Context: an optimization exercise on an open-source flow, tuned for small area, a short achievable clock period and few clock cycles. The choices shown serve that exercise and are no tape-out recipe. Where RTL was checked, it was by simulation tests only, not by an equivalence proof against the original. Function not checked in runs 3 and 4: the RTL went through the layout flow alone. Power is estimated from default activity; no workload was simulated.

**run.sh**
```bash
#!/bin/bash
# synth_recipe.tcl (not shown) runs the flow's synth.tcl, then flattens the netlist and writes it again
# the make line also repeats each setting of config.mk as NAME=value (left out here)
make -C /OpenROAD-flow-scripts/flow DESIGN_CONFIG=/design/flow/config.mk WORK_HOME=/design/flow/orfs CLKGATE_MAP_FILE= SYNTH_SCRIPT=/design/flow/synth_recipe.tcl finish
```
**config.mk**
```make
export PLATFORM = sky130hd
export DESIGN_NAME = cpu
export DESIGN_NICKNAME = cpu
export VERILOG_FILES = /design/flow/design.v
export SDC_FILE = /design/flow/constraint.sdc
export NUM_CORES = 4
export LEC_CHECK = 0
export ABC_AREA = 1
export CAP_MARGIN = 20
export CORE_MARGIN = 2
export CORE_UTILIZATION = 40
export SETUP_SLACK_MARGIN = 3.5
export SLEW_MARGIN = 20
```
**constraint.sdc**
```tcl
create_clock -name core_clock -period 7.5 [get_ports {clk}]
set_input_delay 1.5000 -clock core_clock [delete_from_list [all_inputs] [get_ports {clk}]]
set_output_delay 1.5000 -clock core_clock [all_outputs]
set_load 0.01 [all_outputs]
```
**design.v**
```verilog
module cpu(input clk, reset, input [15:0] i_mem_rddata, output logic o_mem_rd, o_mem_wr, output logic [15:0] o_mem_addr, o_mem_wrdata);
	logic [15:0] r0, r1, r2, r3, r4, r5, r6, r7;
	logic n, z;
	logic [15:0] A;       
	logic wr;             
	logic ldc;            
	logic av;             
	logic [15:1] L;       
	logic lw;             
	logic [2:0] ldx;      
	logic [15:0] opA, opB;
	logic ecin, ewe, efl;
	logic [2:0] ed;
	wire [15:0] I = i_mem_rddata;
	wire [4:0] op = I[4:0];
	wire [2:0] X = I[7:5];
	wire [2:0] Y = I[10:8];
	wire [7:0] imm8 = I[15:8];
	wire [10:0] imm11 = I[15:5];
	wire [15:0] res = opA + opB + {15'b0, ecin};
	wire res_z = (opA[0] ^ opB[0]) == ecin &&
	             ((opA[15:1] ^ opB[15:1]) == (opA[14:0] | opB[14:0]));
	wire n_e = efl ? res[15] : n;
	wire z_e = efl ? res_z : z;
	wire [15:0] wdr = reset ? 16'b0 : res;
	wire [7:0] wen = {8{reset}} | ({7'b0, ewe} << ed);
	always @(posedge clk) begin
		if (wen[0]) r0 <= wdr;
		if (wen[1]) r1 <= wdr;
		if (wen[2]) r2 <= wdr;
		if (wen[3]) r3 <= wdr;
		if (wen[4]) r4 <= wdr;
		if (wen[5]) r5 <= wdr;
		if (wen[6]) r6 <= wdr;
		if (wen[7]) r7 <= wdr;
	end
	always @(posedge clk) begin
		if (reset) begin
			n <= 1'b0;
			z <= 1'b0;
		end else begin
			n <= n_e;
			z <= z_e;
		end
	end
	logic [15:0] rxf, ryf;
	always @(*) begin
		case (X)
			3'd0: rxf = r0; 3'd1: rxf = r1; 3'd2: rxf = r2; 3'd3: rxf = r3;
			3'd4: rxf = r4; 3'd5: rxf = r5; 3'd6: rxf = r6; default: rxf = r7;
		endcase
		case (Y)
			3'd0: ryf = r0; 3'd1: ryf = r1; 3'd2: ryf = r2; 3'd3: ryf = r3;
			3'd4: ryf = r4; 3'd5: ryf = r5; 3'd6: ryf = r6; default: ryf = r7;
		endcase
	end
	wire [15:0] rx = (ewe && ed == X) ? res : rxf;
	wire [15:0] ry = (ewe && ed == Y) ? res : ryf;
	wire jmp   = op[3];
	wire ldst  = ~op[4] & ~op[3] & op[2];
	wire isst  = op[0];
	wire mvhi  = op[4] & op[2];
	wire alu   = ~op[3] & ~ldst;
	wire domov = ~op[1] & ~op[0] & ~mvhi;           
	wire dosub = op[1] & ~mvhi;                     
	wire aluw  = alu & ~(op[1] & op[0]);            
	wire aluf  = alu & ~domov & ~mvhi;              
	wire link  = jmp & op[2];                       
	wire cond  = (~op[1] & ~op[0]) | (op[0] & z_e) | (op[1] & n_e);
	wire xrel  = ~(op[4] & op[3]);                  
	wire yrel  = ~op[4] & ~op[3];                   
	wire haz  = (ldc & ((xrel & (X == ldx)) | (yrel & (Y == ldx)) | (link & (ldx == 3'd7))))
	          | (wr & (A[15:1] == L));
	wire ex   = av & ~haz;
	wire dacc = ex & ldst;
	wire tk   = ex & jmp & cond;
	wire now_data = wr | ldc;
	wire [15:1] inc = (now_data ? L : A[15:1]) + 15'd1;   
	wire [15:1] pc2 = now_data ? inc : A[15:1];           
	wire [15:1] tgt = op[4] ? (L + {{4{imm11[10]}}, imm11} + 15'd1) :
	                  ((op[2] & (X == 3'd7)) ? pc2 : rx[15:1]);
	logic [15:0] A_n;
	always @(*) begin
		if (av & haz) A_n = {L, 1'b0};
		else if (dacc) A_n = ry;
		else if (tk) A_n = {tgt, 1'b0};
		else A_n = {inc, 1'b0};
	end
	logic [15:0] b;
	always @(*) begin
		if (~op[4]) b = ry;
		else if (op[2]) b = {imm8, 8'b0};
		else b = {{8{imm8[7]}}, imm8};
	end
	always @(posedge clk) begin
		if (lw) begin
			opA <= 16'b0;
			opB <= I;
			ecin <= 1'b0;
			ed <= ldx;
		end else if (link) begin
			opA <= {pc2, 1'b0};
			opB <= 16'b0;
			ecin <= 1'b0;
			ed <= 3'd7;
		end else begin
			opA <= domov ? 16'b0 : rx;
			opB <= dosub ? ~b : b;
			ecin <= dosub;
			ed <= X;
		end
	end
	always @(posedge clk) begin
		if (reset) begin
			A <= 16'b0;
			wr <= 1'b0;
			ldc <= 1'b0;
			av <= 1'b0;
			lw <= 1'b0;
			ewe <= 1'b0;
			efl <= 1'b0;
		end else begin
			A <= A_n;
			wr <= dacc & isst;
			ldc <= dacc & ~isst;
			av <= ~now_data & ~tk;
			lw <= ldc;
			ewe <= lw | (ex & (aluw | link));
			efl <= ex & aluf;
		end
	end
	always @(posedge clk) begin
		if (~now_data) L <= A[15:1];
		if (dacc) ldx <= X;
	end
	always @(*) begin
		o_mem_addr = A;
		o_mem_wr = wr;
		o_mem_rd = ~wr;
		o_mem_wrdata = opA;
	end
endmodule
```
==> results of run 1 <==
==> final cells by class <==
type,instances,area share
clock buffers,33,0.0445
clock inverters,11,0.00621
inverters,250,0.0647
multi-input cells,1173,0.437
flip-flops and latches,206,0.369
well taps,435,0.0370
repair buffers,66,0.0419
==> through the flow <==
stage                      util  instance area, um^2  power [W]
after detailed placement  0.437                13900    0.00249
after global placement    0.437                13900    0.00248
final                     0.463                14700    0.00364
after CTS                 0.462                14700    0.00361
after floorplan               -                13000    0.00212
after global routing      0.463                14700    0.00378
==> final timing paths <==
kind,endpoint,cells past startpoint,slack [ns],from
setup reg to reg,opB[6]$_DFF_P_,14,4.33,opA[0]$_SDFF_PP0_
setup / recovery,A[3]$_SDFF_PP0_,12,3.58,i_mem_rddata[10]
hold reg to reg,z$_SDFF_PP0_,2,0.48,z$_SDFF_PP0_
hold / removal,z$_SDFF_PP0_,2,0.48,z$_SDFF_PP0_
==> worst max-delay path, delay by kind of cell <==
kind / cells / cell delay (ns)
buffers and inverters: 3 / 1.09
AOI/OAI and AO/OA: 4 / 0.80
and+or+nand+nor: 5 / 0.92
==> timing repair <==
| item | CTS | global route |
|---|---|---|
| gates cloned | 0 | 0 |
| pin swaps | 2 | 0 |
| endpoints found under the setup margin | 40 | 23 |
| buffers inserted | 2 | 0 |
| resized for setup | 17 | 12 |
==> state kept, by name (all words and copies together) (netlist names), 3 cells and up <==
signal / flops
L: 15
r4: 16
r5: 16
opA: 16
r3: 16
r1: 16
opB: 16
ldx: 3
r0: 16
ed: 3
r2: 16
r6: 16
r7: 16
A: 16
==> cells by family after synthesis <==
logic type,Yosys count,synth area share
DFF,206,0.418
buffers and inverters,299,0.0932
adders and majority gates,47,0.0470
AOI/OAI and AO/OA,338,0.156
xor gates and xnor gates,34,0.0235
and+or+nand+nor,754,0.262
==> power groups by stage <==
stage               clock network (W)  logic, W  registers, W
detailed placement                  0  0.000948       0.00154
global placement                    0  0.000943       0.00154
global route                  0.00119   0.00106       0.00154
CTS                           0.00114  0.000956       0.00152
floorplan                           0  0.000604       0.00151
finish                        0.00113  0.000986       0.00152
==> synth_stat cells (all sizes together) (8+ instances only) <==
cell / count
a21oi: 117
a22oi: 18
buf: 30
clkbuf: 19
dfxtp: 75
edfxtp: 131
ha: 44
inv: 248
nand2: 395
nand3: 146
nand4: 15
nor2: 165
nor3: 13
o21ai: 99
o221ai: 8
o22ai: 54
or2: 8
xnor2: 18
xor2: 16
==> layer usage <==
metal  vias to the layer above  part of all wire
li1                       5722                 -
met1                      5843              0.44
met2                       725              0.42
met3                       105              0.11
met4                         0             0.028
met5                         -                 0
==> results by group, run 1 <==
Run status
  – Outcome: finished clean

Placed design
  – Placed cell count: 2128
  – RD Place Congestion: 0.954
  – DP Wirelength: between 30000 and 40000 um
  – Place WS: 2.30 ns
  – Port Buffers: 51

Setup path
  – CP Cell Sequence: clkdlybuf4s15_1, inv_2, nand2_1, inv_2, nand2_1, o21ai_0, nor2_1, o2111ai_1, a22oi_1, nor2_1, nor2_1, a21oi_1
  – Crit Path Max Fanout: 14
  – Worst path required time: 7.91 ns
  – Crit path kind: in -> reg
  – Critical Path Source Type: input pin
  – CP Capture Type: register
  – CP most frequent cell: nor2_1
  – Crit path arrival time: 4.33 ns
  – Worst path max stage delay: 0.60 ns
  – Slowest-stage cell, CP: clkdlybuf4s15_1

GRT
  – Initial antenna violation count: 0
  – Global Route met2 Usage: 0.414
  – Met3 Use GR: 0.0530
  – Vias in the first global route: 11.6k
  – First-pass GRT wire length: 70500 um
  – GR peak layer: met2
  – Gr usage total: 0.278
  – Grt ovf: 0
  – GR met1 Demand/Resource: 0.407
  – Largest net degree at the start of global routing: 36

STA
  – Final WS setup: 3.58 ns
  – Post-layout min period: 3.92 ns
  – Crit share post-route: 0.522
  – Hold WS: around 0.48 ns
  – Worst-margin pin slew: about 0.99 ns
  – Unrepaired setup endpoints after global routing: yes
  – Pins Over Slew Limit: 0
  – Endpoints failing setup: 0
  – Slew margin rel.: 0.338
  – Hold Vio Cnt, Final: 0
  – F_max: 255 MHz
  – Worst Skew: 0.0128 ns
  – Setup TNS: 0 ns

Synthesis
  – Syn nets: between 1.5k and 2k
  – Cell variety after synth: 59
  – Number of flops mapped to enable cells by yosys: 131
  – Cells after Synth: 1678
  – Synth warn: 1
  – Top cell type by total area after synthesis: edfxtp_1
  – Top cells by area, synth: edfxtp_1 30%, dfxtp_1 12%, nand2_1 10%
  – Synthesized area: between 0.01 and 0.015 mm^2
  – Dominant synthesized flop cell: edfxtp_1
  – Asr flop ratio synth: 0
  – Seq/Total Area, Yosys: 0.418
  – Top cell type's share of synthesized area: 0.303
  – FF+latch count, synth: 206
  – Avg Cell Area, Syn: 7.74 um^2

Power and ir drop
  – Sw Share: 0.348
  – Flop pwr share: 0.418
  – Logic pwr share: 0.271
  – Psw: 0.00127 W
  – Cell internal pwr: 0.00237 W
  – Clock power frac: 0.311
  – Pwr Density: about 250 mW/mm^2
  – Leak: 6.35 nW
  – VDD IR max: 0.179 mV

Final layout
  – Finished Layout Cells: about 2.2k
  – Most frequent cells in the layout: 357 x nand2_1, 226 x inv_1, 149 x nor2_1
  – Fill cells: 3192
  – Layout cells sized above 1: 0.0989
  – Multi-input gate area: ~0.0064 mm^2
  – Area Overhead vs Synth: 13.3%
  – Most common cell after layout, fill and taps aside: nand2_1
  – Reg area: 0.00544 mm^2
  – Antenna diodes: 0
  – Final #Nets: 1786

Routing
  – Residual DRC: 0
  – Detailed Route WL: 47400 um
  – DRT Pass-1 Iters: 8
  – Via density: 5.70
  – Drt initial violations: ~1.6k
  – Vias: 12.4k
  – Final ANT Viol Nets: 0
  – Routed len/inst: 21.8 um

Die
  – Core area: roughly 0.032 mm^2
  – Die Span Y: 184 um
  – Die ar.: 0.0339 mm^2
  – Io pins: 52
  – # rows: 65
  – Starting Density: 0.408
  – Die width: ~180 um

Clock tree
  – Clock Tree Root: clkbuf_16
  – CTS tree: yes
  – Clock Path Buffers: 3
  – H-tree depth: 1
  – Post-CTS Hold Buffers: 0
  – Clock-pin slew on the worst setup and hold paths: 0.06 ns
  – Total CTS buffers: 24
  – Sink Count: roughly 210
  – Worst skew pair latency: 0.54 ns

Run
  – Max cap viols: 0

Hold path
  – Min-Delay Path Class: reg -> reg
Testbench counts, summed over its fixed seeds: cycles 75,890.
==> inputs of run 2 (changes only) <==
--- a/config.mk
+++ b/config.mk
@@ -11,3 +11,3 @@
 export CORE_UTILIZATION = 40
-export SETUP_SLACK_MARGIN = 3.5
+export SETUP_SLACK_MARGIN = 4.2
 export SLEW_MARGIN = 20
==> results by group, run 2 <==
Synthesis
  – Seq/Total Area, Yosys: 0.418 (unchanged)
  – Synth Area in Adders: 0.0470 (unchanged)
  – Cell variety after synth: 59 (unchanged)
  – Main combinational cell family by area after synthesis: simple AND/OR/NAND/NOR gates
  – Asr flop ratio synth: 0 (unchanged)
  – Top cell type's share of synthesized area: 0.303 (unchanged)
  – Synth top cells by count: 360 x nand2_1, 227 x inv_1, 153 x nor2_1
  – Synth Area in Simple Gates: 0.262 (unchanged)
  – FF+latch count, synth: 206 (unchanged)
  – Synth warn: 1 (unchanged)
  – Cells after Synth: 1678 (unchanged)
  – Dominant synthesized flop cell: edfxtp_1
  – Count leader, synth: nand2_1
  – Avg Cell Area, Syn: 7.74 um^2 (unchanged)
  – Number of flops mapped to enable cells by yosys: 131 (unchanged)
  – Top cell type by total area after synthesis: edfxtp_1
  – Multiplexer share of the synthesized area: 0 (unchanged)
  – Syn nets: 1743 (unchanged)
  – Synthesized area: 0.0130 mm^2 (unchanged)
  – Post-synthesis compound-gate area fraction: 0.156 (unchanged)
  – Post-Synth XOR/XNOR Area: 0.0235 (unchanged)
  – Top cells by area, synth: edfxtp_1 30%, dfxtp_1 12%, nand2_1 10%

STA
  – Slew margin rel.: 0.338 (about the same)
  – Crit share post-route: 0.440 (-0.0822)
  – Post-layout min period: 3.30 ns (-0.617 ns)
  – Pins Over Slew Limit: 0 (unchanged)
  – Setup TNS: 0 ns (unchanged)
  – Worst Skew: 0.0202 ns (+0.00740 ns)
  – F_max: 303 MHz (+19%)
  – Endpoints failing setup: 0 (unchanged)
  – Hold Vio Cnt, Final: 0 (unchanged)
  – Unrepaired setup endpoints after global routing: yes
  – Worst-margin pin slew: 0.992 ns (+0.000253 ns)

Die
  – Core area: 0.0318 mm^2 (unchanged)
  – Io pins: 52 (unchanged)
  – # rows: 65 (unchanged)
  – Starting Density: 0.408 (unchanged)
  – Die Span Y: 184 um (unchanged)
  – Die width: 184 um (unchanged)
  – Die ar.: 0.0339 mm^2 (unchanged)

Final layout
  – Most frequent cells in the layout: 352 x nand2_1, 219 x inv_1, 144 x nor2_1
  – Final Util: 0.478 (+0.0148)
  – Final #Nets: 1806 (+1.1%)
  – Antenna diodes: 0 (unchanged)
  – Layout cells sized above 1: 0.132 (+0.0336)
  – Most common cell after layout, fill and taps aside: nand2_1
  – Finished Layout Cells: 2194 (+0.92%)
  – Area Overhead vs Synth: 17.0%
  – Design area: 0.0152 mm^2 (+3.2%)

Clock tree
  – Sink Count: 206 (unchanged)
  – Total CTS buffers: 24 (unchanged)
  – Clock Path Buffers: 3 (unchanged)
  – CTS tree: yes
  – Post-CTS Hold Buffers: 0 (unchanged)
  – Clock Tree Root: clkbuf_16
  – Worst skew pair latency: 0.54 ns (about the same)
  – Clock-pin slew on the worst setup and hold paths: 0.06 ns (about the same)
  – H-tree depth: 1 (unchanged)

Setup path
  – Crit path capture: opB[7]$_DFF_P_
  – Critical path depth: 12 (unchanged)
  – Reg2reg setup slack: 4.35 ns (+0.02 ns)
  – Reg-to-Reg End: opB[6]$_DFF_P_
  – CP Cell Sequence: clkbuf_4, inv_2, nand3_1, buf_4, inv_1, nand2_1, o21ai_0, nor4_2, a22oi_1, o21ai_0, a22oi_1, o21ai_1
  – Critical Path Source Type: input pin
  – Crit Path Max Fanout: 11 (-3)
  – Slowest-stage cell, CP: nor4_2
  – CP Capture Type: register
  – Setup crit start: i_mem_rddata[9]
  – Reg2Reg Depth: 14 (unchanged)
  – Worst path required time: 7.96 ns (+0.05 ns)
  – Worst path max stage delay: 0.39 ns (-0.21 ns)
  – Crit path arrival time: 3.76 ns (-0.57 ns)
  – Delay-heaviest family, CP: buffers and inverters
  – WP buf/inv: 4 (+1)
  – Crit path kind: in -> reg
  – FF-to-FF Start: opA[0]$_SDFF_PP0_

Routing
  – Via density: 5.71 (about the same)
  – Residual DRC: 0 (unchanged)
  – Drt initial violations: 1563 (-1.9%)
  – DRT Pass-1 Iters: 6 (-2)
  – Final ANT Viol Nets: 0 (unchanged)
  – Routed len/inst: 22.0 um (+1.0%)
  – Detailed Route WL: 48300 um (+1.9%)
  – Vias: 12.5k (+1.0%)

Run
  – Max cap viols: 0 (unchanged)

Placed design
  – Placed cell count: 2128 (unchanged)
  – Port Buffers: 51 (unchanged)
  – Post-DP Area: 0.0139 mm^2 (unchanged)
  – RD Place Congestion: 0.954 (unchanged)
  – DP Wirelength: 34900 um (unchanged)

GRT
  – Initial antenna violation count: 0 (unchanged)
  – Vias in the first global route: 11.8k (+1.4%)
  – Largest net degree at the start of global routing: 36 (unchanged)
  – Grt ovf: 0 (unchanged)
  – First-pass GRT wire length: 71300 um (+1.1%)
  – Gr usage total: 0.281 (+0.00315)

Hold path
  – Min-Delay Path Class: reg -> reg

Power and ir drop
  – Leak: 6.50 nW (+2.4%)
  – Power Total: 0.00368 W (+1.1%)
  – Pwr Density: 242 mW/mm^2 (-2.0%)
  – VDD IR max: 0.179 mV (about the same)

Run status
  – Outcome: finished clean
[run 2: changes by cell type in the layout (fill, tap and decap cells not counted), sizes merged]
cell,previous run,this run
bufbuf,0,1
inv,247,245
dlygate4sd2,3,5
clkbuf,34,40
clkdlybuf4s50,45,37
clkinvlp,3,6
buf,15,34
clkdlybuf4s15,1,0
[run 2: metal layers]
metal  up-vias  track usage  routed length, um
li1       5771            -                  -
met1      5923        0.409              21300
met2       718        0.418              20600
met3       107       0.0583               5080
met4         0       0.0822               1380
met5         -            0                  0
[run 2: cell type report]
type                            instances  area (um^2)
Timing Repair Buffer                   85          788
Tap cell                              435          544
Clock buffer                           33          654
Timing Repair inverter                  1         3.75
Clock inverter                         11         91.3
Inverter                              250         1000
Multi-Input combinational cell       1173         6670
Fill cell                            3146        16600
Sequential cell                       206         5440
[run 2: report_power, final]
part	switching (W)	leakage, nW	internal, W	total, W
sequential	0.000101	1.95	0.00142	0.00152
combinational	0.000698	4.19	0.000325	0.00102
clock	0.000490	0.358	0.000645	0.00113
total	0.00129	6.50	0.00239	0.00368
[run 2: worst min-delay path, delay by kind of cell (launching register included)]
family | cells | cell delay (ns)
AOI/OAI and AO/OA | 1 | 0.06
DFF | 1 | 0.30
and+or+nand+nor | 1 | 0.07
[run 2: kinds of logic (layout without fill, tap and decap cells)]
| family | count (synthesis) | after routing |
|---|---|---|
| AOI/OAI and AO/OA | 338 | 338 |
| xor gates and xnor gates | 34 | 34 |
| adders and majority gates | 47 | 47 |
| buffers and inverters | 299 | 380 |
| DFF | 206 | 206 |
| and+or+nand+nor | 754 | 754 |
[run 2: worst min path at each step]
| stage | startpoint | to | cells past startpoint |
|---|---|---|---|
| 2_1_floorplan | z$_SDFF_PP0_ | z$_SDFF_PP0_ | 2 |
| 3_3_place_gp | z$_SDFF_PP0_ | z$_SDFF_PP0_ | 2 |
| 3_5_place_dp | z$_SDFF_PP0_ | z$_SDFF_PP0_ | 2 |
| 4_1_cts | z$_SDFF_PP0_ | z$_SDFF_PP0_ | 2 |
| 5_1_grt | z$_SDFF_PP0_ | z$_SDFF_PP0_ | 2 |
| 6_report | z$_SDFF_PP0_ | z$_SDFF_PP0_ | 2 |
[run 2: repair_timing]
item / CTS / global route
resized for setup: 92 / 50
gates cloned: 2 / 0
setup buffers: 10 / 10
pin swaps: 4 / 3
setup endpoints to repair: 55 / 35
[run 2: per-stage QoR]
step           setup WS [ns]  hold slack, ns
5_1_grt                 4.13           0.493
3_3_place_gp            2.35           0.462
6_report                4.20           0.482
2_1_floorplan           4.27           0.451
3_5_place_dp            2.30           0.467
4_1_cts                 4.15           0.478
==> inputs of run 3 (changes only) <==
--- a/design.v
+++ b/design.v
@@ -19,5 +19,26 @@
 	wire [10:0] imm11 = I[15:5];
-	wire [15:0] res = opA + opB + {15'b0, ecin};
-	wire res_z = (opA[0] ^ opB[0]) == ecin &&
-	             ((opA[15:1] ^ opB[15:1]) == (opA[14:0] | opB[14:0]));
+	function automatic [15:0] bkadd(input [15:0] x, input [15:0] y, input c0);
+		logic [15:0] g, p, G, P;
+		integer i, s;
+		begin
+			g = x & y;
+			p = x ^ y;
+			G = g;
+			P = p;
+			G[0] = g[0] | (p[0] & c0);
+			for (s = 1; s < 16; s = s * 2)
+				for (i = 2*s-1; i < 16; i = i + 2*s) begin
+					G[i] = G[i] | (P[i] & G[i-s]);
+					P[i] = P[i] & P[i-s];
+				end
+			for (s = 4; s >= 1; s = s / 2)
+				for (i = 3*s-1; i < 16; i = i + 2*s) begin
+					G[i] = G[i] | (P[i] & G[i-s]);
+					P[i] = P[i] & P[i-s];
+				end
+			bkadd = p ^ {G[14:0], c0};
+		end
+	endfunction
+	wire [15:0] res = bkadd(opA, opB ^ {16{ecin}}, ecin);
+	wire res_z = (res == 16'b0);
 	wire n_e = efl ? res[15] : n;
@@ -77,3 +98,4 @@
 	wire now_data = wr | ldc;
-	wire [15:1] inc = (now_data ? L : A[15:1]) + 15'd1;   
+	wire [15:0] incw = bkadd({1'b0, now_data ? L : A[15:1]}, 16'b0, 1'b1);
+	wire [15:1] inc = incw[14:0];                          
 	wire [15:1] pc2 = now_data ? inc : A[15:1];           
@@ -107,3 +129,3 @@
 			opA <= domov ? 16'b0 : rx;
-			opB <= dosub ? ~b : b;
+			opB <= b;
 			ecin <= dosub;
--- a/config.mk
+++ b/config.mk
@@ -11,3 +11,3 @@
 export CORE_UTILIZATION = 40
-export SETUP_SLACK_MARGIN = 4.2
+export SETUP_SLACK_MARGIN = 4.6
 export SLEW_MARGIN = 20
==> results by group, run 3 <==
Placed design
  – RD Place Congestion: 1.00 (+5.0%)
  – Port Buffers: 51 (unchanged)
  – Placed cell count: 1856 (-13%)
  – DP Wirelength: 31700 um (-9.3%)

Synthesis
  – Cell variety after synth: 57 (-3.4%)
  – Top cell type by total area after synthesis: edfxtp_1
  – Synthesized area: 0.0120 mm^2 (-7.9%)
  – Syn nets: 1516 (-13%)
  – Cells after Synth: 1456 (-13%)
  – Seq/Total Area, Yosys: 0.454 (+0.0358)
  – Number of flops mapped to enable cells by yosys: 131 (unchanged)
  – Avg Cell Area, Syn: 8.22 um^2 (+6.2%)
  – FF+latch count, synth: 206 (unchanged)
  – Top cells by area, synth: edfxtp_1 33%, dfxtp_1 13%, nand2_1 7.4%
  – Top cell type's share of synthesized area: 0.329 (+0.0259)
  – Dominant synthesized flop cell: edfxtp_1
  – Count leader, synth: nand2_1
  – Asr flop ratio synth: 0 (unchanged)
  – Synth top cells by count: 235 x nand2_1, 195 x inv_1, 160 x nor2_1
  – Synth warn: 1 (unchanged)

Die
  – Core area: 0.0296 mm^2 (-7.0%)
  – Starting Density: 0.405 (-0.00364)
  – Die width: 177 um (-3.9%)
  – # rows: 63 (-3.1%)
  – Io pins: 52 (unchanged)
  – Die ar.: 0.0313 mm^2 (-7.7%)
  – Die Span Y: 177 um (-3.9%)

STA
  – Hold Vio Cnt, Final: 0 (unchanged)
  – Pins Over Slew Limit: 0 (unchanged)
  – Crit share post-route: 0.517 (+0.0771)
  – Unrepaired setup endpoints after global routing: yes
  – Post-layout min period: 3.88 ns (+0.579 ns)
  – Worst-margin pin slew: 0.689 ns (-0.303 ns)
  – Slew margin rel.: 0.540 (+0.203)
  – F_max: 258 MHz (-15%)
  – Worst Skew: 0.0142 ns (-0.00602 ns)
  – Endpoints failing setup: 0 (unchanged)
  – Hold WS: 0.502 ns (+0.0204 ns)
  – Setup TNS: 0 ns (unchanged)

Power and ir drop
  – Power Total: 0.00404 W (+9.8%)
  – Leak: 6.63 nW (+2.0%)
  – VDD IR max: 0.158 mV (-12%)
  – Pwr Density: 260 mW/mm^2 (+7.2%)

Clock tree
  – CTS tree: yes
  – Worst skew pair latency: 0.53 ns (about the same)
  – H-tree depth: 1 (unchanged)
  – Sink Count: 206 (unchanged)
  – Clock Path Buffers: 3 (unchanged)
  – Total CTS buffers: 24 (unchanged)
  – Clock-pin slew on the worst setup and hold paths: 0.06 ns (about the same)
  – Clock Tree Root: clkbuf_16

Final layout
  – Most frequent cells in the layout: 214 x nand2_1, 180 x inv_1, 144 x nor2_1
  – Fill cells: 2735 (-13%)
  – Area Overhead vs Synth: 30.0%
  – Final #Nets: 1652 (-8.5%)
  – Most common cell after layout, fill and taps aside: nand2_1
  – Antenna diodes: 0 (unchanged)
  – Layout cells sized above 1: 0.222 (+0.0899)
  – Finished Layout Cells: 2000 (-8.8%)
  – Final Util: 0.526 (+0.0484)

GRT
  – Gr usage total: 0.295 (+0.0141)
  – First-pass GRT wire length: 69200 um (-2.9%)
  – Initial antenna violation count: 0 (unchanged)
  – Grt ovf: 0 (unchanged)
  – Vias in the first global route: 11.3k (-4.0%)
  – Largest net degree at the start of global routing: 31 (-14%)

Routing
  – Residual DRC: 0 (unchanged)
  – Via density: 5.95 (+4.2%)
  – Final ANT Viol Nets: 0 (unchanged)
  – Drt initial violations: 1435 (-8.2%)
  – Vias: 11.9k (-5.0%)
  – DRT Pass-1 Iters: 6 (unchanged)
  – Routed len/inst: 23.4 um (+6.5%)
  – Detailed Route WL: 46900 um (-3.0%)

Run status
  – Outcome: finished clean

Setup path
  – CP Capture Type: register
  – Crit path kind: reg -> reg
  – Worst path required time: 7.92 ns (-0.04 ns)
  – Critical Path Source Type: register
  – Crit Path Max Fanout: 6 (-5)
  – Crit path arrival time: 4.30 ns (+0.54 ns)

Run
  – Max cap viols: 0 (unchanged)

Hold path
  – Min-Delay Path Class: reg -> reg
## run 3: routing by layer
metal / routed length, um / part of all wire / track usage / vias to the layer above
li1: - / - / - / 5240
met1: 19100 / 0.41 / 0.406 / 5660
met4: 2380 / 0.051 / 0.124 / 0
met2: 20700 / 0.44 / 0.460 / 820
met5: 0 / 0 / 0 / -
met3: 4740 / 0.10 / 0.0492 / 176
## run 3: area by class of cell
class / instances / area [um^2] / share of cell area
inverter: 209 / 878 / 0.0565
tap: 390 / 488 / 0.0314
multi-input combinational: 984 / 6260 / 0.403
timing repair buffer: 162 / 1660 / 0.107
timing repair inverter: 5 / 45.0 / 0.00290
clock inverter: 9 / 93.8 / 0.00603
sequential: 206 / 5460 / 0.351
clock buffer: 35 / 663 / 0.0426
## run 3: final timing paths
| check | slack (ns) | startpoint | cells after the start | endpoint |
|---|---|---|---|---|
| max | 3.62 | ecin$_SDFF_PP0_ | 18 | A[2]$_SDFF_PP0_ |
| min | 0.50 | n$_SDFF_PP0_ | 2 | n$_SDFF_PP0_ |
| max reg2reg | 3.62 | ecin$_SDFF_PP0_ | 18 | A[2]$_SDFF_PP0_ |
| min reg2reg | 0.50 | n$_SDFF_PP0_ | 2 | n$_SDFF_PP0_ |
## run 3: logic make-up after synthesis
group           after synthesis  share of synthesized area
fa+ha+maj                    42                     0.0496
flops                       206                      0.454
xor+xnor                     43                     0.0327
compound gates              369                      0.181
mux                           1                   0.000941
simple gates                527                      0.189
buf+inv                     268                     0.0925
## run 3: repair_timing
| action | CTS | global route |
|---|---|---|
| cloned | 8 | 1 |
| buffers inserted | 61 | 30 |
| hold buffers | 0 | 0 |
| pin swaps | 31 | 54 |
| setup endpoints to repair | 321 | 188 |
| gates resized for setup | 239 | 99 |
## run 3: worst max-delay path, cell delays in order, from the launching register on
cell and delay [ns]:
dfxtp_4 0.43, buf_8 0.15, xor2_1 0.16, ha_1 0.29, a21oi_2 0.15, nand2_2 0.09, buf_4 0.15, fa_1 0.48
xor2_4 0.25, nor3_1 0.43, nand3_2 0.22, o21bai_4 0.19, nand2_2 0.09, nand2_4 0.14, nand2_8 0.13, inv_6 0.14
nand3_1 0.10, nand3_1 0.10, a21oi_1 0.06
## run 3: where the power goes
| part | switching, W | internal (W) |
|---|---|---|
| combinational | 0.000814 | 0.000468 |
| clock | 0.000479 | 0.000680 |
| sequential | 0.000114 | 0.00148 |
| total | 0.00141 | 0.00263 |
## run 3: per-stage QoR
step	setup WS (ns)	instance area, um^2
after global placement	2.54	12900
after global routing	3.47	15600
after CTS	3.70	14900
after detailed placement	2.52	12900
after floorplan	3.92	12100
final	3.62	15600
==> inputs of run 4 (changes only) <==
--- a/design.v
+++ b/design.v
@@ -5,2 +5,3 @@
 	logic wr;             
+	logic rd;             
 	logic ldc;            
@@ -41,4 +42,6 @@
 	endfunction
-	wire [15:0] res = bkadd(opA, opB ^ {16{ecin}}, ecin);
-	wire res_z = (res == 16'b0);
+	wire [15:0] opBx = opB ^ {16{ecin}};
+	wire [15:0] res = opA + opBx + {15'b0, ecin};
+	wire res_z = (opA[0] ^ opBx[0]) == ecin &&
+	             ((opA[15:1] ^ opBx[15:1]) == (opA[14:0] | opBx[14:0]));
 	wire n_e = efl ? res[15] : n;
@@ -138,2 +141,3 @@
 			wr <= 1'b0;
+			rd <= 1'b1;
 			ldc <= 1'b0;
@@ -146,2 +150,3 @@
 			wr <= dacc & isst;
+			rd <= ~(dacc & isst);
 			ldc <= dacc & ~isst;
@@ -160,3 +165,3 @@
 		o_mem_wr = wr;
-		o_mem_rd = ~wr;
+		o_mem_rd = rd;
 		o_mem_wrdata = opA;
--- a/config.mk
+++ b/config.mk
@@ -11,3 +11,3 @@
 export CORE_UTILIZATION = 40
-export SETUP_SLACK_MARGIN = 4.6
+export SETUP_SLACK_MARGIN = 4.5
 export SLEW_MARGIN = 20
==> results by group, run 4 <==
Power and ir drop
  – Pwr Density: 250 mW/mm^2 (-3.8%)
  – Leak: 6.95 nW (+4.8%)
  – VDD IR max: 0.196 mV (+24%)

GRT
  – First-pass GRT wire length: 73500 um (+6.2%)
  – Largest net degree at the start of global routing: 33 (+6.5%)
  – Met3 Use GR: 0.0411 (-0.00807)
  – Initial antenna violation count: 0 (unchanged)
  – Vias in the first global route: 11.8k (+4.1%)
  – GR peak layer: met2
  – Gr usage total: 0.293 (-0.00211)
  – GR met1 Demand/Resource: 0.397 (-0.00906)
  – Grt ovf: 0 (unchanged)
  – Global Route met2 Usage: 0.458 (-0.00131)

STA
  – Pins Over Slew Limit: 0 (unchanged)
  – Hold WS: 0.489 ns (-0.0130 ns)
  – Endpoints failing setup: 0 (unchanged)
  – F_max: 330 MHz (+28%)
  – Worst-margin pin slew: 0.972 ns (+0.284 ns)
  – Post-layout min period: 3.03 ns (-0.847 ns)
  – Slew margin rel.: 0.351 (-0.189)
  – Final WS setup: 4.47 ns (+0.847 ns)
  – Worst Skew: 0.0259 ns (+0.0117 ns)
  – Unrepaired setup endpoints after global routing: yes
  – Hold Vio Cnt, Final: 0 (unchanged)
  – Crit share post-route: 0.404 (-0.113)
  – Setup TNS: 0 ns (unchanged)

Placed design
  – DP Wirelength: 34600 um (+9.1%)
  – Place WS: 1.99 ns (-0.527 ns)
  – RD Place Congestion: 1.05 (+4.4%)
  – Port Buffers: 51 (unchanged)
  – Post-DP Area: 0.0136 mm^2 (+5.5%)

Synthesis
  – Synth warn: 1 (unchanged)
  – Top cells by area, synth: edfxtp_1 31%, dfxtp_1 12%, nand2_1 8.9%
  – Asr flop ratio synth: 0 (unchanged)
  – Seq/Total Area, Yosys: 0.429 (-0.0248)
  – Top cell type by total area after synthesis: edfxtp_1
  – Synth top cells by count: 301 x nand2_1, 251 x inv_1, 131 x edfxtp_1, 131 x o21ai_0, 127 x nor2_1
  – Syn nets: 1680 (+11%)
  – Cells after Synth: 1610 (+11%)
  – Synthesized area: 0.0127 mm^2 (+6.2%)
  – Top cell type's share of synthesized area: 0.310 (-0.0191)
  – Dominant synthesized flop cell: edfxtp_1
  – Count leader, synth: nand2_1
  – Avg Cell Area, Syn: 7.89 um^2 (-4.0%)
  – Cell variety after synth: 57 (unchanged)
  – FF+latch count, synth: 207 (+0.49%)
  – Number of flops mapped to enable cells by yosys: 131 (unchanged)

Final layout
  – Final #Nets: 1814 (+9.8%)
  – Most common cell after layout, fill and taps aside: nand2_1
  – Layout cells sized above 1: 0.209 (-0.0133)
  – Design area: 0.0161 mm^2 (+3.6%)
  – Area Overhead vs Synth: 26.9%
  – Antenna diodes: 0 (unchanged)
  – Most frequent cells in the layout: 283 x nand2_1, 229 x inv_1, 131 x edfxtp_1
  – Fill cells: 2992 (+9.4%)

Die
  – Die ar.: 0.0332 mm^2 (+6.0%)
  – # rows: 65 (+3.2%)
  – Die width: 182 um (+3.0%)
  – Die Span Y: 182 um (+3.0%)
  – Io pins: 52 (unchanged)
  – Starting Density: 0.405 (about the same)
  – Core area: 0.0314 mm^2 (+6.2%)

Setup path
  – Crit path kind: in -> reg
  – Worst path required time: 7.91 ns (about the same)
  – CP most frequent cell: nand2_1
  – Delay-heaviest family, CP: simple AND/OR/NAND/NOR gates
  – WP buf/inv: 2 (-1)
  – CP Capture Type: register
  – CP Cell Sequence: clkdlybuf4s50_1, nor2_1, nand2_1, nand2_1, nor2_4, inv_1, a21oi_1, or2_2
  – Critical Path Source Type: input pin
  – Crit Path Max Fanout: 7 (+1)
  – Slowest-stage cell, CP: clkdlybuf4s50_1
  – Crit path arrival time: 3.44 ns (-0.86 ns)
  – Worst path max stage delay: 0.59 ns (+0.11 ns)

Routing
  – Vias: 12.7k (+6.8%)
  – Residual DRC: 0 (unchanged)
  – Routed len/inst: 23.2 um (-0.91%)
  – Drt initial violations: 1818 (+27%)
  – DRT Pass-1 Iters: 7 (+1)
  – Via density: 5.88 (-1.2%)
  – Final ANT Viol Nets: 0 (unchanged)
  – Detailed Route WL: 50200 um (+7.1%)

Clock tree
  – Total CTS buffers: 23 (-4.2%)
  – Clock Tree Root: clkbuf_16
  – Worst skew pair latency: 0.55 ns (+0.02 ns)
  – Clock-pin slew on the worst setup and hold paths: 0.06 ns (about the same)
  – Clock Path Buffers: 3 (unchanged)
  – CTS tree: yes
  – Sink Count: 207 (+0.49%)
  – H-tree depth: 1 (unchanged)

Run
  – Max cap viols: 0 (unchanged)

Run status
  – Outcome: finished clean

Hold path
  – Min-Delay Path Class: reg -> reg
## run 4: cell types whose count changed after synthesis, sizes merged, moves of 8 or more
| cell | delta |
|---|---|
| a21oi | +13 |
| nor2 | -39 |
| o22ai | +8 |
| o21ai | +10 |
| ha | +17 |
| nand2 | +70 |
| nand3 | +26 |
| xnor2 | +8 |
| inv | +46 |
## run 4: cell families after synthesis
logic type                 count (synthesis)  synth area share
and+or+nand+nor                          601             0.205
AOI/OAI and AO/OA                        390             0.181
buffers and inverters                    315             0.101
DFF                                      207             0.429
adders and majority gates                 52            0.0524
xor gates and xnor gates                  45            0.0310
## run 4: per-layer routing
metal  vias to the layer above  wire (um)
li1                       5742          -
met1                      5978      20200
met3                       183       4860
met4                         0       3140
met5                         -          0
met2                       804      22000
## run 4: layout make-up
type | instances | area [um^2] | share of cell area
timing repair inverter | 1 | 7.51 | 0.000466
timing repair buffer | 161 | 1550 | 0.0959
sequential | 207 | 5480 | 0.340
clock inverter | 6 | 53.8 | 0.00334
clock buffer | 35 | 671 | 0.0416
multi-input combinational | 1093 | 6800 | 0.422
inverter | 257 | 1060 | 0.0658
tap | 402 | 503 | 0.0312
## run 4: report_power, final
group | switching (W) | internal (W)
logic | 0.000881 | 0.000450
registers | 0.000117 | 0.00147
clock network | 0.000484 | 0.000621
## run 4: worst min-delay path, cell delays in order, from the launching register on
cell and delay [ns]:
dfxtp_1 0.30, nand2_1 0.08, a21oi_1 0.06
## run 4: repair_timing
item / CTS / global route
hold buffers: 0 / 0
endpoints found under the setup margin: 307 / 158
gates resized for setup: 187 / 124
pin swaps: 15 / 34
gates cloned: 5 / 3
setup buffers: 57 / 36
## run 4: per-stage QoR
step                power (W)  utilization  std cells
global route          0.00419        0.513       2162
finish                0.00402        0.513       2162
global placement      0.00273        0.432       2020
detailed placement    0.00273        0.432       2020
floorplan             0.00229            -       1610
CTS                   0.00390        0.487       2123
## run 4: worst paths after layout
path / startpoint / end / slack (ns) / depth (start not counted)
hold reg to reg: z$_SDFF_PP0_ / z$_SDFF_PP0_ / 0.49 / 2
setup reg to reg: ldc$_SDFF_PP0_ / A[12]$_SDFF_PP0_ / 4.57 / 19
hold / removal: z$_SDFF_PP0_ / z$_SDFF_PP0_ / 0.49 / 2
setup / recovery: i_mem_rddata[1] / opA[15]$_SDFF_PP0_ / 4.47 / 8
==> inputs of run 5 (changes only) <==
--- a/design.v
+++ b/design.v
@@ -42,6 +42,5 @@
 	endfunction
-	wire [15:0] opBx = opB ^ {16{ecin}};
-	wire [15:0] res = opA + opBx + {15'b0, ecin};
-	wire res_z = (opA[0] ^ opBx[0]) == ecin &&
-	             ((opA[15:1] ^ opBx[15:1]) == (opA[14:0] | opBx[14:0]));
+	wire [15:0] res = opA + opB + {15'b0, ecin};
+	wire res_z = (opA[0] ^ opB[0]) == ecin &&
+	             ((opA[15:1] ^ opB[15:1]) == (opA[14:0] | opB[14:0]));
 	wire n_e = efl ? res[15] : n;
@@ -132,3 +131,3 @@
 			opA <= domov ? 16'b0 : rx;
-			opB <= b;
+			opB <= dosub ? ~b : b;
 			ecin <= dosub;
--- a/config.mk
+++ b/config.mk
@@ -11,3 +11,3 @@
 export CORE_UTILIZATION = 40
-export SETUP_SLACK_MARGIN = 4.5
+export SETUP_SLACK_MARGIN = 4.35
 export SLEW_MARGIN = 20
==> results by group, run 5 <==
Clock tree
  – Clock Tree Root: clkbuf_16
  – Clock-pin slew on the worst setup and hold paths: 0.06 ns (about the same)
  – Total CTS buffers: 24 (+4.3%)
  – Worst skew pair latency: 0.55 ns (about the same)
  – Clock Path Buffers: 3 (unchanged)
  – CTS tree: yes
  – Sink Count: 207 (unchanged)
  – H-tree depth: 1 (unchanged)

Die
  – Die Span Y: 181 um (-0.54%)
  – # rows: 64 (-1.5%)
  – Die width: 181 um (-0.54%)
  – Core area: 0.0307 mm^2 (-2.0%)
  – Io pins: 52 (unchanged)
  – Starting Density: 0.409 (+0.00395)
  – Die ar.: 0.0328 mm^2 (-1.1%)

Synthesis
  – Cell variety after synth: 52 (-8.8%)
  – Synthesized area: 0.0126 mm^2 (-1.1%)
  – Synth warn: 1 (unchanged)
  – Dominant synthesized flop cell: edfxtp_1
  – FF+latch count, synth: 207 (unchanged)
  – Avg Cell Area, Syn: 7.79 um^2 (-1.3%)
  – Asr flop ratio synth: 0 (unchanged)
  – Seq/Total Area, Yosys: 0.434 (+0.00475)
  – Syn nets: 1684 (+0.24%)
  – Synth top cells by count: 358 x nand2_1, 223 x inv_1, 145 x nor2_1
  – Top cell type's share of synthesized area: 0.313 (+0.00342)
  – Number of flops mapped to enable cells by yosys: 131 (unchanged)
  – Top cell type by total area after synthesis: edfxtp_1
  – Cells after Synth: 1613 (+0.19%)
  – Count leader, synth: nand2_1
  – Top cells by area, synth: edfxtp_1 31%, dfxtp_1 12%, nand2_1 11%

Final layout
  – Fill cells: 2960 (-1.1%)
  – Most frequent cells in the layout: 347 x nand2_1, 211 x inv_1, 138 x nor2_1
  – Most common cell after layout, fill and taps aside: nand2_1
  – Area Overhead vs Synth: 23.4%
  – Reg area: 0.00546 mm^2 (-0.37%)
  – Finished Layout Cells: 2136 (-1.2%)
  – Layout cells sized above 1: 0.156 (-0.0528)
  – Antenna diodes: 0 (unchanged)
  – Final #Nets: 1794 (-1.1%)
  – Multi-input gate area: 0.00644 mm^2 (-5.3%)

Routing
  – Final ANT Viol Nets: 0 (unchanged)
  – Detailed Route WL: 50500 um (+0.52%)
  – DRT Pass-1 Iters: 6 (-1)
  – Vias: 12.8k (+0.73%)
  – Routed len/inst: 23.6 um (+1.7%)
  – Drt initial violations: 1912 (+5.2%)
  – Via density: 5.99 (+2.0%)
  – Residual DRC: 0 (unchanged)

Setup path
  – Crit path kind: in -> reg
  – Reg2Reg Depth: 12 (-7)
  – Crit Path Max Fanout: 21 (+14)
  – Worst path required time: 7.96 ns (+0.05 ns)
  – CP Capture Type: register
  – Crit path arrival time: 3.60 ns (+0.16 ns)
  – Critical Path Source Type: input pin

STA
  – Post-layout min period: 3.14 ns (+0.110 ns)
  – Hold WS: 0.488 ns (-0.000913 ns)
  – Slew margin rel.: 0.405 (+0.0540)
  – F_max: 318 MHz (-3.5%)
  – Pins Over Slew Limit: 0 (unchanged)
  – Unrepaired setup endpoints after global routing: yes
  – Crit share post-route: 0.419 (+0.0147)
  – Endpoints failing setup: 0 (unchanged)
  – Hold Vio Cnt, Final: 0 (unchanged)
  – Setup TNS: 0 ns (unchanged)
  – Worst Skew: 0.0339 ns (+0.00801 ns)
  – Worst-margin pin slew: 0.886 ns (-0.0863 ns)

GRT
  – Grt ovf: 0 (unchanged)
  – Largest net degree at the start of global routing: 31 (-6.1%)
  – Initial antenna violation count: 1 (+1)
  – Gr usage total: 0.302 (+0.00932)
  – Vias in the first global route: 11.9k (+1.4%)
  – First-pass GRT wire length: 74500 um (+1.4%)

Power and ir drop
  – Cell internal pwr: 0.00252 W (-0.88%)
  – Clock power frac: 0.315 (+0.041)
  – Psw: 0.00135 W (-8.6%)
  – Logic pwr share: 0.285 (-0.045)
  – Leak: 6.66 nW (-4.1%)
  – Sw Share: 0.350 (-0.0187)
  – Pwr Density: 250 mW/mm^2 (about the same)
  – Flop pwr share: 0.400 (+0.005)
  – VDD IR max: 0.205 mV (+4.6%)

Placed design
  – Placed cell count: 2032 (+0.59%)
  – RD Place Congestion: 0.965 (-7.7%)
  – DP Wirelength: 35800 um (+3.7%)
  – Port Buffers: 51 (unchanged)

Run
  – Max cap viols: 0 (unchanged)

Hold path
  – Min-Delay Path Class: reg -> reg
  – Hold Path Depth: 2 (unchanged)

Run status
  – Outcome: finished clean
[run 5: area by class of cell]
cell class | count | area share
clock buffers | 28 | 0.0416
clock inverters | 15 | 0.0118
inverters | 242 | 0.0648
multi-input cells | 1115 | 0.415
flip-flops and latches | 207 | 0.352
well taps | 396 | 0.0320
repair buffers | 130 | 0.0809
repair inverters | 3 | 0.00153
[run 5: repair_timing]
item | in CTS | in global routing
hold buffers | 0 | 0
setup endpoints to repair | 152 | 57
gates resized for setup | 144 | 55
buffers inserted | 37 | 18
pin swaps | 12 | 6
gates cloned | 5 | 1
[run 5: critical path, stage by stage]
cell	delay (ns)
clkdlybuf4s15_2	0.25
buf_12	0.20
inv_16	0.12
nand2_2	0.10
a21oi_2	0.14
nand3_1	0.10
nand3_2	0.09
nand2_1	0.09
nand2_2	0.11
inv_2	0.06
nand3_4	0.07
buf_12	0.16
inv_4	0.11
a21oi_4	0.22
nand2_1	0.09
a21oi_1	0.13
[run 5: per-layer routing]
layer / routed length (um) / GRT usage / vias up
li1: - / - / 5663
met1: 20400 / 0.423 / 6017
met5: 18 / 0 / -
met3: 6490 / 0.0736 / 169
met2: 21300 / 0.448 / 949
met4: 2280 / 0.122 / 2
[run 5: path summary, 6_finish.rpt]
| path | start | to | slack [ns] |
|---|---|---|---|
| hold reg to reg | z$_SDFF_PP0_ | z$_SDFF_PP0_ | 0.49 |
| hold / removal | z$_SDFF_PP0_ | z$_SDFF_PP0_ | 0.49 |
| setup reg to reg | opA[0]$_SDFF_PP0_ | r3[8]$_DFFE_PP_ | 4.40 |
| setup / recovery | i_mem_rddata[4] | A[13]$_SDFF_PP0_ | 4.36 |
[run 5: per-stage QoR]
step / util / area (um^2) / worst slack (ns) / power, W
2_1_floorplan: - / 12600 / 4.29 / 0.00214
3_3_place_gp: 0.441 / 13600 / 2.37 / 0.00255
3_5_place_dp: 0.441 / 13600 / 2.44 / 0.00255
4_1_cts: 0.494 / 15200 / 4.32 / 0.00382
5_1_grt: 0.504 / 15500 / 4.30 / 0.00403
6_report: 0.504 / 15500 / 4.36 / 0.00387
[run 5: logic make-up after synthesis]
kind of cell / count (synthesis) / synth area share
simple gates: 660 / 0.221
fa+ha+maj: 53 / 0.0546
compound gates: 366 / 0.173
buf+inv: 292 / 0.0917
flops: 207 / 0.434
xor+xnor: 35 / 0.0250
[run 5: power groups by stage]
| stage | Sequential (W) | Clock [W] | Combinational (W) |
|---|---|---|---|
| after global placement | 0.00157 | 0 | 0.000985 |
| after detailed placement | 0.00157 | 0 | 0.000986 |
| after CTS | 0.00155 | 0.00123 | 0.00104 |
| after floorplan | 0.00153 | 0 | 0.000616 |
| final | 0.00155 | 0.00122 | 0.00110 |
| after global routing | 0.00157 | 0.00128 | 0.00119 |
Testbench counts of run 5, summed over its fixed seeds: cycles 75,890.
==> inputs of run 6 (changes only) <==
--- a/config.mk
+++ b/config.mk
@@ -11,3 +11,5 @@
 export CORE_UTILIZATION = 40
-export SETUP_SLACK_MARGIN = 4.35
+export CTS_CLUSTER_DIAMETER = 60
+export CTS_CLUSTER_SIZE = 30
+export SETUP_SLACK_MARGIN = 4.5
 export SLEW_MARGIN = 20
==> results by group, run 6 <==
Final layout
  – Multi-input gate area: 0.00656 mm^2 (+1.9%)
  – Antenna diodes: 0 (unchanged)
  – Reg area: 0.00548 mm^2 (+0.41%)
  – Most common cell after layout, fill and taps aside: nand2_1
  – Area Overhead vs Synth: 25.7%
  – Final #Nets: 1820 (+1.4%)
  – Final Util: 0.514 (+0.00936)
  – Layout cells sized above 1: 0.187 (+0.0306)
  – Fill cells: 2993 (+1.1%)
  – Most frequent cells in the layout: 344 x nand2_1, 203 x inv_1, 136 x nor2_1

Hold path
  – Hold EP: z$_SDFF_PP0_
  – Worst hold start: z$_SDFF_PP0_
  – Min-Delay Path Class: reg -> reg
  – Hold Path Depth: 2 (unchanged)

Die
  – Starting Density: 0.409 (unchanged)
  – Die ar.: 0.0328 mm^2 (unchanged)
  – Die width: 181 um (unchanged)
  – Die Span Y: 181 um (unchanged)
  – # rows: 64 (unchanged)
  – Core area: 0.0307 mm^2 (unchanged)
  – Io pins: 52 (unchanged)

Setup path
  – CP most frequent cell: nand2_1
  – Slowest-stage cell, CP: a221oi_2
  – Crit path arrival time: 3.41 ns (-0.19 ns)
  – Worst path required time: 7.90 ns (-0.06 ns)
  – CP Capture Type: register
  – Reg-to-Reg End: A[14]$_SDFF_PP0_
  – Worst path max stage delay: 0.23 ns (-0.02 ns)
  – Critical Path Source Type: input pin
  – FF-to-FF Start: wr$_SDFF_PP0_
  – Reg2Reg Depth: 20 (+8)
  – Reg2reg setup slack: 4.55 ns (+0.15 ns)
  – Crit path kind: in -> reg
  – Crit Path Max Fanout: 10 (-52%)
  – CP Cell Sequence: buf_8, inv_4, nand3_1, buf_6, clkinvlp_4, buf_4, a221oi_2, nand2_1, nand2_1, nand3_1, nand2_1, nand2_1, nand2_1, nand3_1, nand2_1, a21oi_1

Routing
  – Vias: 13.0k (+1.5%)
  – Detailed Route WL: 51700 um (+2.4%)
  – Drt initial violations: 1852 (-3.1%)
  – Final ANT Viol Nets: 0 (unchanged)
  – DRT Pass-1 Iters: 6 (unchanged)
  – Residual DRC: 0 (unchanged)
  – Routed len/inst: 23.9 um (+1.2%)
  – Via density: 6.01 (+0.31%)

Power and ir drop
  – Sw Share: 0.371 (+0.0212)
  – Pwr Density: 245 mW/mm^2 (-1.9%)
  – Logic pwr share: 0.289 (+0.004)
  – Power Total: 0.00387 W (about the same)
  – Flop pwr share: 0.401 (about the same)
  – VDD IR max: 0.172 mV (-16%)
  – Cell internal pwr: 0.00244 W (-3.3%)
  – Clock power frac: 0.311 (-0.004)
  – Leak: 6.92 nW (+3.9%)
  – Psw: 0.00144 W (+6.0%)

Clock tree
  – CTS tree: yes
  – Total CTS buffers: 23 (-4.2%)
  – Clock Tree Root: clkbuf_16
  – Clock-pin slew on the worst setup and hold paths: 0.07 ns (about the same)
  – Worst skew pair latency: 0.56 ns (about the same)
  – H-tree depth: 1 (unchanged)
  – Sink Count: 207 (unchanged)
  – Clock Path Buffers: 3 (unchanged)

Synthesis
  – Cell variety after synth: 52 (unchanged)
  – Top cells by area, synth: edfxtp_1 31%, dfxtp_1 12%, nand2_1 11%
  – FF+latch count, synth: 207 (unchanged)
  – Seq/Total Area, Yosys: 0.434 (unchanged)
  – Asr flop ratio synth: 0 (unchanged)
  – Syn nets: 1684 (unchanged)
  – Synth top cells by count: 358 x nand2_1, 223 x inv_1, 145 x nor2_1
  – Top cell type's share of synthesized area: 0.313 (unchanged)
  – Cells after Synth: 1613 (unchanged)
  – Synth warn: 1 (unchanged)
  – Synthesized area: 0.0126 mm^2 (unchanged)
  – Dominant synthesized flop cell: edfxtp_1
  – Avg Cell Area, Syn: 7.79 um^2 (unchanged)
  – Count leader, synth: nand2_1
  – Top cell type by total area after synthesis: edfxtp_1
  – Number of flops mapped to enable cells by yosys: 131 (unchanged)

GRT
  – First-pass GRT wire length: 74700 um (+0.31%)
  – Vias in the first global route: 12.0k (+0.39%)
  – Gr usage total: 0.302 (-0.000550)
  – Largest net degree at the start of global routing: 31 (unchanged)
  – Initial antenna violation count: 2 (+1)
  – Grt ovf: 0 (unchanged)

Run
  – Max cap viols: 0 (unchanged)

STA
  – Hold Vio Cnt, Final: 0 (unchanged)
  – Worst Skew: 0.0440 ns (+0.0102 ns)
  – Slew margin rel.: 0.363 (-0.0423)
  – F_max: 333 MHz (+4.6%)
  – Worst-margin pin slew: 0.949 ns (+0.0630 ns)
  – Unrepaired setup endpoints after global routing: yes
  – Endpoints failing setup: 0 (unchanged)
  – Final WS setup: 4.50 ns (+0.138 ns)
  – Crit share post-route: 0.400 (-0.0184)
  – Pins Over Slew Limit: 0 (unchanged)
  – Setup TNS: 0 ns (unchanged)
  – Post-layout min period: 3.00 ns (-0.138 ns)

Placed design
  – DP Wirelength: 36400 um (+1.5%)
  – Place WS: 2.47 ns (+0.0334 ns)
  – RD Place Congestion: 0.977 (+1.2%)
  – Port Buffers: 51 (unchanged)

Run status
  – Outcome: finished clean
[run 6: cell types whose count changed in the layout (fill, tap and decap cells not counted), moves of 5 or more]
cell	delta
buf_4	+30
dlymetal6s2s_1	+7
dlygate4sd2_1	+11
clkinvlp_4	+5
dfxtp_2	+9
clkdlybuf4s50_1	-20
inv_8	+7
dfxtp_1	-12
clkinv_2	-6
inv_1	-8
[run 6: how the worst max path moves through the flow]
stage / from / endpoint / depth (start not counted)
after detailed placement: i_mem_rddata[2] / A[13]$_SDFF_PP0_ / 14
final: i_mem_rddata[6] / A[13]$_SDFF_PP0_ / 16
after global routing: ldc$_SDFF_PP0_ / A[14]$_SDFF_PP0_ / 20
after CTS: wr$_SDFF_PP0_ / A[13]$_SDFF_PP0_ / 19
after floorplan: i_mem_rddata[5] / A[15]$_SDFF_PP0_ / 17
after global placement: i_mem_rddata[2] / A[13]$_SDFF_PP0_ / 14
[run 6: per-stage QoR]
step,std cells,hold slack [ns],area (um^2)
2_1_floorplan,1613,0.451,12600
3_3_place_gp,2030,0.475,13500
3_5_place_dp,2030,0.474,13500
4_1_cts,2094,0.488,14900
5_1_grt,2161,0.536,15800
6_report,2161,0.483,15800
[run 6: metal layers]
metal  wire length, um  global-route usage  vias up
li1                  -                   -     5741
met1             21000               0.426     6159
met2             22100               0.457      933
met3              6550              0.0633      157
met4              2060               0.106        0
met5                 0                   0        -
[run 6: final cells by class]
class	count	area share
Tap cell	396	0.0314
Clock inverter	16	0.0135
Clock buffer	25	0.0369
Inverter	242	0.0643
Timing Repair inverter	3	0.00119
Multi-Input combinational cell	1116	0.415
Timing Repair Buffer	156	0.0902
Sequential cell	207	0.347
[run 6: critical path, delay by kind of cell]
family	cells	cell delay [ns]
AO/OA/AOI/OAI	2	0.29
buffers and inverters	5	0.76
AND/OR/NAND/NOR	9	0.85
[run 6: power groups by stage]
stage | combinational [W] | sequential [W] | clock [W]
detailed placement | 0.000995 | 0.00157 | 0
floorplan | 0.000617 | 0.00153 | 0
global placement | 0.000993 | 0.00157 | 0
global route | 0.00120 | 0.00156 | 0.00125
finish | 0.00112 | 0.00155 | 0.00120
CTS | 0.00103 | 0.00154 | 0.00121
[run 6: timing repair]
action / CTS / global route
cloned: 5 / 3
buffers inserted: 18 / 64
endpoints found under the hold margin: 0 / 0
hold buffers: 0 / 0
pin swaps: 3 / 28
setup endpoints to repair: 207 / 82
resized for setup: 187 / 81
[run 6: kinds of logic (layout without fill, tap and decap cells)]
| family | after synthesis | count (layout) | synth area share |
|---|---|---|---|
| compound gates | 366 | 366 | 0.173 |
| flops | 207 | 207 | 0.434 |
| simple gates | 660 | 662 | 0.221 |
| fa+ha+maj | 53 | 53 | 0.0546 |
| xor+xnor | 35 | 35 | 0.0250 |
| buf+inv | 292 | 442 | 0.0917 |
==> inputs of run 7 (changes only) <==
--- a/config.mk
+++ b/config.mk
@@ -11,5 +11,4 @@
 export CORE_UTILIZATION = 40
-export CTS_CLUSTER_DIAMETER = 60
-export CTS_CLUSTER_SIZE = 30
 export SETUP_SLACK_MARGIN = 4.5
 export SLEW_MARGIN = 20
+export TNS_END_PERCENT = 0
==> results by group, run 7 <==
Run status
  – Outcome: finished clean

Placed design
  – Post-DP Area: 0.0135 mm^2 (about the same)
  – RD Place Congestion: 0.973 (-0.38%)
  – DP Wirelength: 34700 um (-4.5%)
  – Port Buffers: 51 (unchanged)

Synthesis
  – Cell variety after synth: 52 (unchanged)
  – Top cell type by total area after synthesis: edfxtp_1
  – Synth top cells by count: 358 x nand2_1, 223 x inv_1, 145 x nor2_1
  – Avg Cell Area, Syn: 7.79 um^2 (unchanged)
  – Seq/Total Area, Yosys: 0.434 (unchanged)
  – Dominant synthesized flop cell: edfxtp_1
  – Synth warn: 1 (unchanged)
  – Synthesized area: 0.0126 mm^2 (unchanged)
  – Top cells by area, synth: edfxtp_1 31%, dfxtp_1 12%, nand2_1 11%
  – Count leader, synth: nand2_1
  – Asr flop ratio synth: 0 (unchanged)
  – Syn nets: 1684 (unchanged)
  – Top cell type's share of synthesized area: 0.313 (unchanged)
  – Cells after Synth: 1613 (unchanged)
  – FF+latch count, synth: 207 (unchanged)
  – Number of flops mapped to enable cells by yosys: 131 (unchanged)

STA
  – Slew margin rel.: 0.326 (-0.0371)
  – F_max: 327 MHz (-1.8%)
  – Setup TNS: 0 ns (unchanged)
  – Hold Vio Cnt, Final: 0 (unchanged)
  – Post-layout min period: 3.06 ns (+0.0551 ns)
  – Worst-margin pin slew: 1.01 ns (+0.0624 ns)
  – Pins Over Slew Limit: 0 (unchanged)
  – Worst Skew: 0.0313 ns (-0.0127 ns)
  – Crit share post-route: 0.408 (+0.00734)
  – Unrepaired setup endpoints after global routing: yes
  – Endpoints failing setup: 0 (unchanged)

Routing
  – Detailed Route WL: 48700 um (-5.9%)
  – DRT Pass-1 Iters: 6 (unchanged)
  – Routed len/inst: 22.7 um (-5.2%)
  – Final ANT Viol Nets: 0 (unchanged)
  – Via density: 5.87 (-2.4%)
  – Drt initial violations: 1862 (+0.54%)
  – Vias: 12.6k (-3.1%)
  – Residual DRC: 0 (unchanged)

Final layout
  – Most common cell after layout, fill and taps aside: nand2_1
  – Most frequent cells in the layout: 344 x nand2_1, 210 x inv_1, 137 x nor2_1
  – Area Overhead vs Synth: 24.0%
  – Design area: 0.0156 mm^2 (-1.3%)
  – Final #Nets: 1804 (-0.88%)
  – Layout cells sized above 1: 0.166 (-0.0206)
  – Final Util: 0.507 (-0.00684)
  – Fill cells: 2943 (-1.7%)

Clock tree
  – Clock-pin slew on the worst setup and hold paths: 0.06 ns (about the same)
  – Worst skew pair latency: 0.56 ns (about the same)
  – Sink Count: 207 (unchanged)
  – Clock Path Buffers: 3 (unchanged)
  – CTS tree: yes
  – H-tree depth: 1 (unchanged)
  – Clock Tree Root: clkbuf_16
  – Post-CTS Hold Buffers: 0 (unchanged)
  – Total CTS buffers: 24 (+4.3%)

GRT
  – Vias in the first global route: 11.7k (-2.2%)
  – Initial antenna violation count: 1 (-1)
  – Largest net degree at the start of global routing: 31 (unchanged)
  – First-pass GRT wire length: 72200 um (-3.4%)
  – Gr usage total: 0.289 (-0.0127)
  – Grt ovf: 0 (unchanged)

Die
  – Die width: 181 um (unchanged)
  – Starting Density: 0.409 (unchanged)
  – Io pins: 52 (unchanged)
  – Die Span Y: 181 um (unchanged)
  – Die ar.: 0.0328 mm^2 (unchanged)
  – Core area: 0.0307 mm^2 (unchanged)
  – # rows: 64 (unchanged)

Setup path
  – Setup crit start: opA[6]$_SDFF_PP0_
  – Reg2Reg Depth: 19 (-5.0%)
  – CP Cell Sequence: clkdlybuf4s50_1
  – Reg2reg setup slack: 4.64 ns (+0.09 ns)
  – Worst path max stage delay: 0.58 ns (+0.35 ns)
  – Delay-heaviest family, CP: buffers and inverters
  – Crit path kind: reg -> out
  – FF-to-FF Start: ldc$_SDFF_PP0_
  – Reg-to-Reg End: A[14]$_SDFF_PP0_
  – Critical Path Source Type: register
  – Worst path required time: 6.00 ns (-1.90 ns)
  – Crit Path Max Fanout: 3 (-7)
  – Slowest-stage cell, CP: clkdlybuf4s50_1
  – Crit path arrival time: 1.56 ns (-1.85 ns)
  – CP Capture Type: output port
  – WP buf/inv: 1 (-4)

Hold path
  – Min-Delay Path Class: reg -> reg
  – Worst hold start: z$_SDFF_PP0_
  – Hold EP: z$_SDFF_PP0_
  – Hold Path Depth: 2 (unchanged)

Run
  – Max cap viols: 0 (unchanged)

Power and ir drop
  – Leak: 6.67 nW (-3.7%)
  – VDD IR max: 0.187 mV (+8.7%)
  – Power Total: 0.00391 W (+1.0%)
  – Pwr Density: 251 mW/mm^2 (+2.4%)
run 7: timing repair:
| action | CTS | global route |
|---|---|---|
| pin swaps | 2 | 25 |
| setup buffers | 12 | 58 |
| setup endpoints to repair | 197 | 213 |
| resized for setup | 74 | 156 |
| gates cloned | 3 | 0 |
run 7: power breakdown:
part / internal [W] / switching, W / leakage (nW)
sequential: 0.00143 / 0.000114 / 1.97
combinational: 0.000368 / 0.000726 / 4.28
clock: 0.000773 / 0.000502 / 0.423
total: 0.00257 / 0.00134 / 6.67
run 7: worst max-delay path by stage:
| stage | cells after the start | end | slack [ns] |
|---|---|---|---|
| 6_report | 1 | o_mem_wrdata[6] | 4.44 |
| 5_1_grt | 19 | A[14]$_SDFF_PP0_ | 4.39 |
| 4_1_cts | 11 | A[12]$_SDFF_PP0_ | 4.22 |
| 3_5_place_dp | 15 | A[13]$_SDFF_PP0_ | 2.36 |
| 3_3_place_gp | 15 | A[13]$_SDFF_PP0_ | 2.39 |
| 2_1_floorplan | 17 | A[15]$_SDFF_PP0_ | 4.28 |
run 7: area by class of cell:
class	count	area [um^2]	area share
multi-input cells	1115	6480	0.416
flip-flops and latches	207	5470	0.351
repair buffers	141	1250	0.0805
inverters	242	1010	0.0649
clock buffers	27	622	0.0399
well taps	396	495	0.0318
clock inverters	15	233	0.0149
repair inverters	2	15.0	0.000964
diodes	1	2.50	0.000161
run 7: per-stage QoR:
stage	instances	hold slack, ns	setup slack (ns)
floorplan	1613	0.451	4.28
global placement	2030	0.474	2.39
detailed placement	2030	0.481	2.36
CTS	2087	0.493	4.22
global route	2145	0.519	4.39
finish	2146	0.488	4.44
run 7: metal layers:
metal  up-vias  share of wire  track usage
li1       5700              -            -
met1      5923           0.42        0.405
met2       815           0.43        0.435
met3       151           0.11       0.0587
met4         0          0.042        0.118
met5         -              0            0
run 7: kinds of logic after synthesis:
| logic type | share of synthesized area |
|---|---|
| fa+ha+maj | 0.0546 |
| simple gates | 0.221 |
| buf+inv | 0.0917 |
| xor+xnor | 0.0250 |
| compound gates | 0.173 |
| flops | 0.434 |

-- separate check: timing with driven ports --
No port has a modelled driver above. Below, the same layouts with a new extraction and two added sets of constraints. Step 1, drivers: a clkbuf_16 drives clk and a buf_2 each remaining input, both assumed. Step 2, shift: input delay + t, output delay - t, t = (earliest + latest rising clock arrival at the registers) / 2. This alone moves slack from input paths to output paths. Slacks: ideal ports / drivers / drivers and shift; pairs: ideal ports / drivers.
run | shift t [ns] | setup WS [ns] | slew at the worst register clock pin (ns)
run 1 | 0.585 | 3.585 / 3.612 / 3.027 | 0.06 / 0.06
run 2 | 0.584 | 4.201 / 4.224 / 3.640 | 0.06 / 0.06
run 3 | 0.581 | 3.623 / 3.623 / 3.579 | 0.07 / 0.07
run 4 | 0.588 | 4.469 / 4.461 / 3.873 | 0.07 / 0.07
run 5 | 0.585 | 4.359 / 4.370 / 3.807 | 0.07 / 0.07
run 6 | 0.593 | 4.497 / 4.482 / 3.906 | 0.08 / 0.08
run 7 | 0.595 | 4.442 / 4.390 / 3.903 | 0.06 / 0.06
After both steps setup and hold are still met in every run listed. The setup slack of run 4, which loses most, moves by -0.008 ns with the drivers and by -0.596 ns with both steps.
